What follows belongs to an exercise in optimizing a design on an open flow for small area; a production flow would make more cautious choices. The RTL was checked by simulation tests, not by an equivalence proof against the original design. No activity file was given, so power comes from the tool's default toggle rates.

## run 1
==> flow/design.v <==
module missile_predictor_fpga(
    input clk50mhz,
    input rst,
    input uart_rx,
    output reg servo_pwm_out_x,
    output reg servo_pwm_out_y
);
    reg [12:0] baud;
    reg [3:0]  bit_cnt;
    reg        byte_state;      
    reg        diff;            
    reg [7:0]  last_x;
    reg [7:0]  uart_y;
    wire rx_idle = bit_cnt[3] & bit_cnt[1];
    wire done    = rx_idle & ~bit_cnt[0];
    wire tick    = ~rx_idle & (&baud);
    wire shift   = tick & ~bit_cnt[3];
    always @(posedge clk50mhz) begin
        if (rx_idle)
            baud <= 13'h1b8b;
        else if (&baud)
            baud <= 13'h08ea;
        else
            baud <= {baud[11:0], baud[12] ^ baud[11] ^ baud[10] ^ baud[7]};
    end
    always @(posedge clk50mhz) begin
        if (rst)
            bit_cnt <= 4'd15;
        else if (rx_idle)
            bit_cnt <= uart_rx ? 4'd15 : 4'd0;
        else if (&baud)
            bit_cnt <= bit_cnt + 4'd1;
    end
    reg [4:0] cnt;
    wire x_done  = done & ~byte_state;
    wire cnt_hi  = cnt[4] & (cnt[3] | cnt[2]);           
    wire cnt_end = cnt[4] & cnt[3] & cnt[2] & cnt[1];    
    wire predict = x_done & cnt_end;
    wire pop     = x_done & diff & cnt_hi & ~cnt_end;
    wire win     = byte_state & ((bit_cnt == 4'd0) | (bit_cnt == 4'd15));
    wire old_bit = byte_state ? uart_y[0] : last_x[0];
    always @(posedge clk50mhz) begin
        if (rst) begin
            byte_state <= 1'b0;
            diff <= 1'b0;
            last_x <= 8'd128;
            uart_y <= 8'd128;
            cnt <= 5'd0;
        end else begin
            if (done)
                byte_state <= ~byte_state;
            if (shift)
                diff <= (diff & ~(byte_state & (bit_cnt[2:0] == 3'd0))) | (old_bit ^ uart_rx);
            if (shift & ~byte_state)
                last_x <= {uart_rx, last_x[7:1]};
            if (shift & byte_state)
                uart_y <= {uart_rx, uart_y[7:1]};
            if (x_done) begin
                if (cnt_end)
                    cnt <= {4'd0, diff};
                else if (cnt_hi | diff)
                    cnt <= cnt + 5'd1;
            end
        end
    end
    reg [7:0] ring [0:21];
    reg [3:0] slot;
    reg       slot_y;
    integer i;
    always @(posedge clk50mhz) begin
        if (rst) begin
            slot <= 4'd1;
            slot_y <= 1'b0;
        end else if (!pop) begin
            if (slot == 4'd11) begin
                slot <= 4'd1;
                slot_y <= ~slot_y;
            end else
                slot <= slot + 4'd1;
        end
    end
    wire [7:0] newest = slot_y ? uart_y : last_x;
    wire wr = win & ({1'b0, slot} == cnt);
    always @(posedge clk50mhz) begin
        for (i = 0; i < 21; i = i + 1)
            ring[i] <= ring[i+1];
        ring[21] <= wr ? newest : ring[0];
    end
    function [7:0] extrap(input [7:0] h19, input [7:0] h0);
        reg [8:0] d, v, p;
        begin
            d = {1'b0, h19} - {1'b0, h0};
            v = {{4{d[8]}}, d[8:4]};
            p = {1'b0, h19} + {v[5:0], 3'b000} + {v[7:0], 1'b0};
            extrap = p[7:0] & {8{~p[8]}};
        end
    endfunction
    wire [7:0] pred = extrap(newest, ring[0]);
    reg [7:0] pred_x, pred_y;
    always @(posedge clk50mhz) begin
        if (win & (slot == 4'd1) & ~slot_y)
            pred_x <= pred;
        if (win & (slot == 4'd1) & slot_y)
            pred_y <= pred;
    end
    reg [7:0] x_pos, y_pos;
    always @(posedge clk50mhz) begin
        if (rst) begin
            x_pos <= 8'd128;
            y_pos <= 8'd128;
        end else if (predict) begin
            x_pos <= pred_x;
            y_pos <= pred_y;
        end
    end
    reg [8:0]  pr;
    reg [11:0] pq;
    wire pr_end = &(pr | ~9'd293);
    wire pq_end = &(pq | ~12'd3316) & ~pq[8];
    wire pq_neg = &pq[11:8];
    always @(posedge clk50mhz) begin
        if (rst | (pq_end & (pr == 9'd95))) begin
            pr <= 9'd284;
            pq <= 12'd4010;
        end else if (pr_end) begin
            pr <= 9'd0;
            pq <= pq + 12'd1;
        end else
            pr <= pr + 9'd1;
    end
    wire [13:0] ysum = {5'b0, y_pos, 1'b1} + 14'd170 + {1'b0, ~{pq, pr >= 9'd10}};
    always @(posedge clk50mhz) begin
        if (rst) begin
            servo_pwm_out_x <= 1'b0;
            servo_pwm_out_y <= 1'b0;
        end else begin
            servo_pwm_out_x <= pq_neg | (pq < {4'b0000, x_pos});
            servo_pwm_out_y <= pq_neg | ysum[13];
        end
    end
endmodule
export LEC_CHECK = 0
export CAP_MARGIN = 20
export CORE_MARGIN = 2
export CORE_UTILIZATION = 70
export GPL_ROUTABILITY_DRIVEN = 0
export GPL_TIMING_DRIVEN = 0
export SLEW_MARGIN = 20
create_clock -name core_clock -period 20.0 [get_ports {clk50mhz}]
standard.sh (not shown) runs the stock make flow with config.mk's settings and CLKGATE_MAP_FILE= SYNTH_SCRIPT=/design/flow/synth_recipe.tcl, a recipe that flattens the netlist after the stock synthesis.
==> flow/flow/run.sh <==
#!/bin/bash
# Own layout flow:
#  1. the standard synthesis (standard.sh synth);
#  2. its combinational logic re-mapped for area by ABC (flow/remap.tcl),
#     keeping every register cell and name of the standard synthesis;
#  3. the standard layout from floorplan on (standard.sh), with the
#     clock tree synthesis arguments overridden (no dummy loads).
# Each tool's output goes to a log file of its own in this folder.
set -euo pipefail
R=orfs/results/${FLOW_PLATFORM}/missile_predictor_fpga/base
export BUFFER_PORTS_ARGS="-buffer_cell sky130_fd_sc_hd__buf_1"
export CTS_ARGS="-sink_clustering_enable -repair_clock_nets -dont_use_dummy_load -sink_clustering_size 25 -sink_clustering_max_diameter 40 -buf_list {sky130_fd_sc_hd__clkbuf_8 sky130_fd_sc_hd__clkbuf_16} -sink_clustering_buffer sky130_fd_sc_hd__clkbuf_8 -root_buf sky130_fd_sc_hd__clkbuf_8"

bash standard.sh synth > log_1_standard_synth.log 2>&1
cp "$R/1_2_yosys.v" standard_synth.v

export REMAP_LIB="${FLOW_HOME}/platforms/${FLOW_PLATFORM}/lib/sky130_fd_sc_hd__tt_025C_1v80.lib"
export REMAP_IN="$PWD/standard_synth.v"
export REMAP_OUT="$PWD/remapped.v"
"${FLOW_HOME}/../tools/install/yosys/bin/yosys" -c flow/remap.tcl > log_2_remap.log 2>&1

cp remapped.v "$R/1_2_yosys.v"
rm -f "$R/1_synth.odb" "$R/1_synth.sdc"
bash standard.sh > log_3_standard_layout.log 2>&1
Other scripts of this flow, unchanged in this note and not shown: flow/flow/remap.tcl
Edits applied to the flow inputs when going from run 1 to run 2:
--- a/flow/flow/run.sh
+++ b/flow/flow/run.sh
@@ -10,5 +10,5 @@
 R=orfs/results/${FLOW_PLATFORM}/missile_predictor_fpga/base
 export BUFFER_PORTS_ARGS="-buffer_cell sky130_fd_sc_hd__buf_1"
-export CTS_ARGS="-sink_clustering_enable -repair_clock_nets -dont_use_dummy_load -sink_clustering_size 25 -sink_clustering_max_diameter 40 -buf_list {sky130_fd_sc_hd__clkbuf_8 sky130_fd_sc_hd__clkbuf_16} -sink_clustering_buffer sky130_fd_sc_hd__clkbuf_8 -root_buf sky130_fd_sc_hd__clkbuf_8"
+export CTS_ARGS="-sink_clustering_enable -repair_clock_nets -dont_use_dummy_load -sink_clustering_size 18 -sink_clustering_max_diameter 50 -buf_list {sky130_fd_sc_hd__clkbuf_8 sky130_fd_sc_hd__clkbuf_16} -sink_clustering_buffer sky130_fd_sc_hd__clkbuf_8 -root_buf sky130_fd_sc_hd__clkbuf_8"
 
 bash standard.sh synth > log_1_standard_synth.log 2>&1
Results
- Compared to run 1, run 2 has fraction of area in multi-input gates 0.23 points higher.
- [compare] base=run 1 new=run 2: total design power has decreased; depth of the critical timing path with buffers and inverters included has remained practically unchanged.
- Run 2 against run 1; cell area is down slightly.
### run 2 -> run 3
--- a/flow/flow/run.sh
+++ b/flow/flow/run.sh
@@ -10,5 +10,5 @@
 R=orfs/results/${FLOW_PLATFORM}/missile_predictor_fpga/base
 export BUFFER_PORTS_ARGS="-buffer_cell sky130_fd_sc_hd__buf_1"
-export CTS_ARGS="-sink_clustering_enable -repair_clock_nets -dont_use_dummy_load -sink_clustering_size 18 -sink_clustering_max_diameter 50 -buf_list {sky130_fd_sc_hd__clkbuf_8 sky130_fd_sc_hd__clkbuf_16} -sink_clustering_buffer sky130_fd_sc_hd__clkbuf_8 -root_buf sky130_fd_sc_hd__clkbuf_8"
+export CTS_ARGS="-sink_clustering_enable -repair_clock_nets -dont_use_dummy_load -sink_clustering_size 13 -sink_clustering_max_diameter 35 -buf_list {sky130_fd_sc_hd__clkbuf_4 sky130_fd_sc_hd__clkbuf_8 sky130_fd_sc_hd__clkbuf_16} -sink_clustering_buffer sky130_fd_sc_hd__clkbuf_4 -root_buf sky130_fd_sc_hd__clkbuf_8"
 
 bash standard.sh synth > log_1_standard_synth.log 2>&1
--- outcome ---
Between run 2 and run 3, the flow reports detailed route wirelength on metal2 increasing by a few percent.
Comparing run 3 and run 2, global-route usage is lower on run 2.
Run 3 ended up with pred_y[3] as its worst setup path endpoint; run 2 ended up with pred_x[4].
The initial detailed-routing violation count reported for run 3 is smaller than that of run 2 by 132.
As far as routed via count is concerned, run 2 and run 3 perform about the same.
Cell count: run 3 higher than run 2
Diff run 2 -> run 3 | sequential share of layout area | increase of 0.20 points
Looking only at final critical-path share of the clock period, and setting everything else aside, the higher value of run 3 and run 2 goes to run 2.
--- input diff run 3..run 4 ---
--- a/flow/flow/run.sh
+++ b/flow/flow/run.sh
@@ -10,5 +10,5 @@
 R=orfs/results/${FLOW_PLATFORM}/missile_predictor_fpga/base
 export BUFFER_PORTS_ARGS="-buffer_cell sky130_fd_sc_hd__buf_1"
-export CTS_ARGS="-sink_clustering_enable -repair_clock_nets -dont_use_dummy_load -sink_clustering_size 13 -sink_clustering_max_diameter 35 -buf_list {sky130_fd_sc_hd__clkbuf_4 sky130_fd_sc_hd__clkbuf_8 sky130_fd_sc_hd__clkbuf_16} -sink_clustering_buffer sky130_fd_sc_hd__clkbuf_4 -root_buf sky130_fd_sc_hd__clkbuf_8"
+export CTS_ARGS="-sink_clustering_enable -repair_clock_nets -dont_use_dummy_load -sink_clustering_size 11 -sink_clustering_max_diameter 40 -buf_list {sky130_fd_sc_hd__clkbuf_4 sky130_fd_sc_hd__clkbuf_8 sky130_fd_sc_hd__clkbuf_16} -sink_clustering_buffer sky130_fd_sc_hd__clkbuf_4 -root_buf sky130_fd_sc_hd__clkbuf_8"
 
 bash standard.sh synth > log_1_standard_synth.log 2>&1
Findings:
- The core utilization was comparable across run 4 and run 3.
- Relative to run 3, run 4 improves final routed wirelength across all metal layers.
- Flop-to-flop setup slack was lower in run 4 than in run 3.
- [compare] base=run 3 new=run 4: post-synthesis to final-layout area growth level; leakage power summed over all cells now sits at about the same level; overall die height did not really move.
- Of run 4 and run 3, run 3 shows the higher via count of the first global-routing pass, with run 4 below it.
- When the final numbers for run 4 and run 3 were put side by side, the fmax turned out to be greater in run 3.
- Against run 3, wire length per cell after detailed routing in run 4 fell by a few percent.

// missile_predictor_fpga: RTL as listed in full above, without the edits since
==> flow/config.mk <==
export PLATFORM = sky130hd
export DESIGN_NAME = missile_predictor_fpga
export DESIGN_NICKNAME = missile_predictor_fpga
export VERILOG_FILES = /design/flow/design.v
export SDC_FILE = /design/flow/constraint.sdc
export NUM_CORES = 4
export LEC_CHECK = 0
export CAP_MARGIN = 20
export CORE_MARGIN = 2
export CORE_UTILIZATION = 70
export GPL_ROUTABILITY_DRIVEN = 0
export GPL_TIMING_DRIVEN = 0
export SLEW_MARGIN = 20
==> flow/constraint.sdc <==
create_clock -name core_clock -period 20.0 [get_ports {clk50mhz}]
set_input_delay 4.0000 -clock core_clock [delete_from_list [all_inputs] [get_ports {clk50mhz}]]
set_output_delay 4.0000 -clock core_clock [all_outputs]
set_load 0.01 [all_outputs]
==> flow/flow/run.sh <==
#!/bin/bash
# Own layout flow:
#  1. the standard synthesis (standard.sh synth);
#  2. its combinational logic re-mapped for area by ABC (flow/remap.tcl),
#     keeping every register cell and name of the standard synthesis;
#  3. the standard layout from floorplan on (standard.sh), with the
#     clock tree synthesis arguments overridden (no dummy loads).
# Each tool's output goes to a log file of its own in this folder.
set -euo pipefail
R=orfs/results/${FLOW_PLATFORM}/missile_predictor_fpga/base
export BUFFER_PORTS_ARGS="-buffer_cell sky130_fd_sc_hd__buf_1"
export CTS_ARGS="-sink_clustering_enable -repair_clock_nets -dont_use_dummy_load -sink_clustering_size 10 -sink_clustering_max_diameter 35 -buf_list {sky130_fd_sc_hd__clkbuf_4 sky130_fd_sc_hd__clkbuf_8 sky130_fd_sc_hd__clkbuf_16} -sink_clustering_buffer sky130_fd_sc_hd__clkbuf_4 -root_buf sky130_fd_sc_hd__clkbuf_8"

bash standard.sh synth > log_1_standard_synth.log 2>&1
cp "$R/1_2_yosys.v" standard_synth.v

export REMAP_LIB="${FLOW_HOME}/platforms/${FLOW_PLATFORM}/lib/sky130_fd_sc_hd__tt_025C_1v80.lib"
export REMAP_IN="$PWD/standard_synth.v"
export REMAP_OUT="$PWD/remapped.v"
"${FLOW_HOME}/../tools/install/yosys/bin/yosys" -c flow/remap.tcl > log_2_remap.log 2>&1

cp remapped.v "$R/1_2_yosys.v"
rm -f "$R/1_synth.odb" "$R/1_synth.sdc"
bash standard.sh > log_3_standard_layout.log 2>&1
Other scripts of this flow, unchanged in this note and not shown: flow/flow/remap.tcl
The starting point passed the timing, DRC and antenna checks.
Edit:
--- a/flow/flow/run.sh
+++ b/flow/flow/run.sh
@@ -10,5 +10,5 @@
 R=orfs/results/${FLOW_PLATFORM}/missile_predictor_fpga/base
 export BUFFER_PORTS_ARGS="-buffer_cell sky130_fd_sc_hd__buf_1"
-export CTS_ARGS="-sink_clustering_enable -repair_clock_nets -dont_use_dummy_load -sink_clustering_size 10 -sink_clustering_max_diameter 35 -buf_list {sky130_fd_sc_hd__clkbuf_4 sky130_fd_sc_hd__clkbuf_8 sky130_fd_sc_hd__clkbuf_16} -sink_clustering_buffer sky130_fd_sc_hd__clkbuf_4 -root_buf sky130_fd_sc_hd__clkbuf_8"
+export CTS_ARGS="-sink_clustering_enable -repair_clock_nets -dont_use_dummy_load -sink_clustering_size 12 -sink_clustering_max_diameter 32 -buf_list {sky130_fd_sc_hd__clkbuf_4 sky130_fd_sc_hd__clkbuf_8 sky130_fd_sc_hd__clkbuf_16} -sink_clustering_buffer sky130_fd_sc_hd__clkbuf_4 -root_buf sky130_fd_sc_hd__clkbuf_8"
 
 bash standard.sh synth > log_1_standard_synth.log 2>&1
Outcome: Synthesized area stays the same. Cell area barely changes. Via count barely changes. Power is lower by 0.69%. Global-route usage decreases by 0.19 points. First-iteration DRC count increases by 12%. Critical path depth does not change. Sequential cell count is unchanged. Setup slack improves by 69 ps.
Edit:
--- a/flow/flow/run.sh
+++ b/flow/flow/run.sh
@@ -10,5 +10,5 @@
 R=orfs/results/${FLOW_PLATFORM}/missile_predictor_fpga/base
 export BUFFER_PORTS_ARGS="-buffer_cell sky130_fd_sc_hd__buf_1"
-export CTS_ARGS="-sink_clustering_enable -repair_clock_nets -dont_use_dummy_load -sink_clustering_size 12 -sink_clustering_max_diameter 32 -buf_list {sky130_fd_sc_hd__clkbuf_4 sky130_fd_sc_hd__clkbuf_8 sky130_fd_sc_hd__clkbuf_16} -sink_clustering_buffer sky130_fd_sc_hd__clkbuf_4 -root_buf sky130_fd_sc_hd__clkbuf_8"
+export CTS_ARGS="-sink_clustering_enable -repair_clock_nets -dont_use_dummy_load -sink_clustering_size 12 -sink_clustering_max_diameter 40 -buf_list {sky130_fd_sc_hd__clkbuf_4 sky130_fd_sc_hd__clkbuf_8 sky130_fd_sc_hd__clkbuf_16} -sink_clustering_buffer sky130_fd_sc_hd__clkbuf_4 -root_buf sky130_fd_sc_hd__clkbuf_8"
 
 bash standard.sh synth > log_1_standard_synth.log 2>&1
The new run passed the timing, DRC and antenna checks. Global-route usage goes down by 0.48 points. Power goes down by 2.7%. Sequential power hardly moves. Fmax goes down by 1.5%.

-- separate check: timing with driven ports --
In the flow no input, the clock included, has a driving cell. The finished layouts below were timed again as built, in two steps.
Step 1 assumes that a clkbuf_16 drives the clock port and a buf_2 every other input.
Step 2 times the ports against the registers' clock, not the clock port: input delays grow and output delays shrink by t, the midpoint of the rising clock arrivals with the driver on.
a / b / c = no drivers / after step 1 / after step 2; a / b = the first two.
| run | shift t [ns] | slack for setup (ns) | worst setup path at the end | worst slew at a driven data input, ns | cell pins on the clock port's net |
|---|---|---|---|---|---|
| run 1 | 0.541 | 13.839 / 13.839 / 13.839 | register to register | 0.03 | 1 |
| run 2 | 0.529 | 13.820 / 13.820 / 13.820 | register to register | 0.03 | 1 |
| run 3 | 0.550 | 13.923 / 13.923 / 13.923 | register to register | 0.03 | 1 |
| run 4 | 0.534 | 13.881 / 13.881 / 13.881 | register to register | 0.03 | 1 |
| the first run of note 2 | 0.506 | 13.878 / 13.878 / 13.878 | register to register | 0.03 | 1 |
| the second run of note 2 | 0.508 | 13.947 / 13.947 / 13.947 | register to register | 0.03 | 1 |
| the third run of note 2 | 0.532 | 13.854 / 13.854 / 13.854 | register to register | 0.03 | 1 |
After both steps every run listed still meets setup and hold.
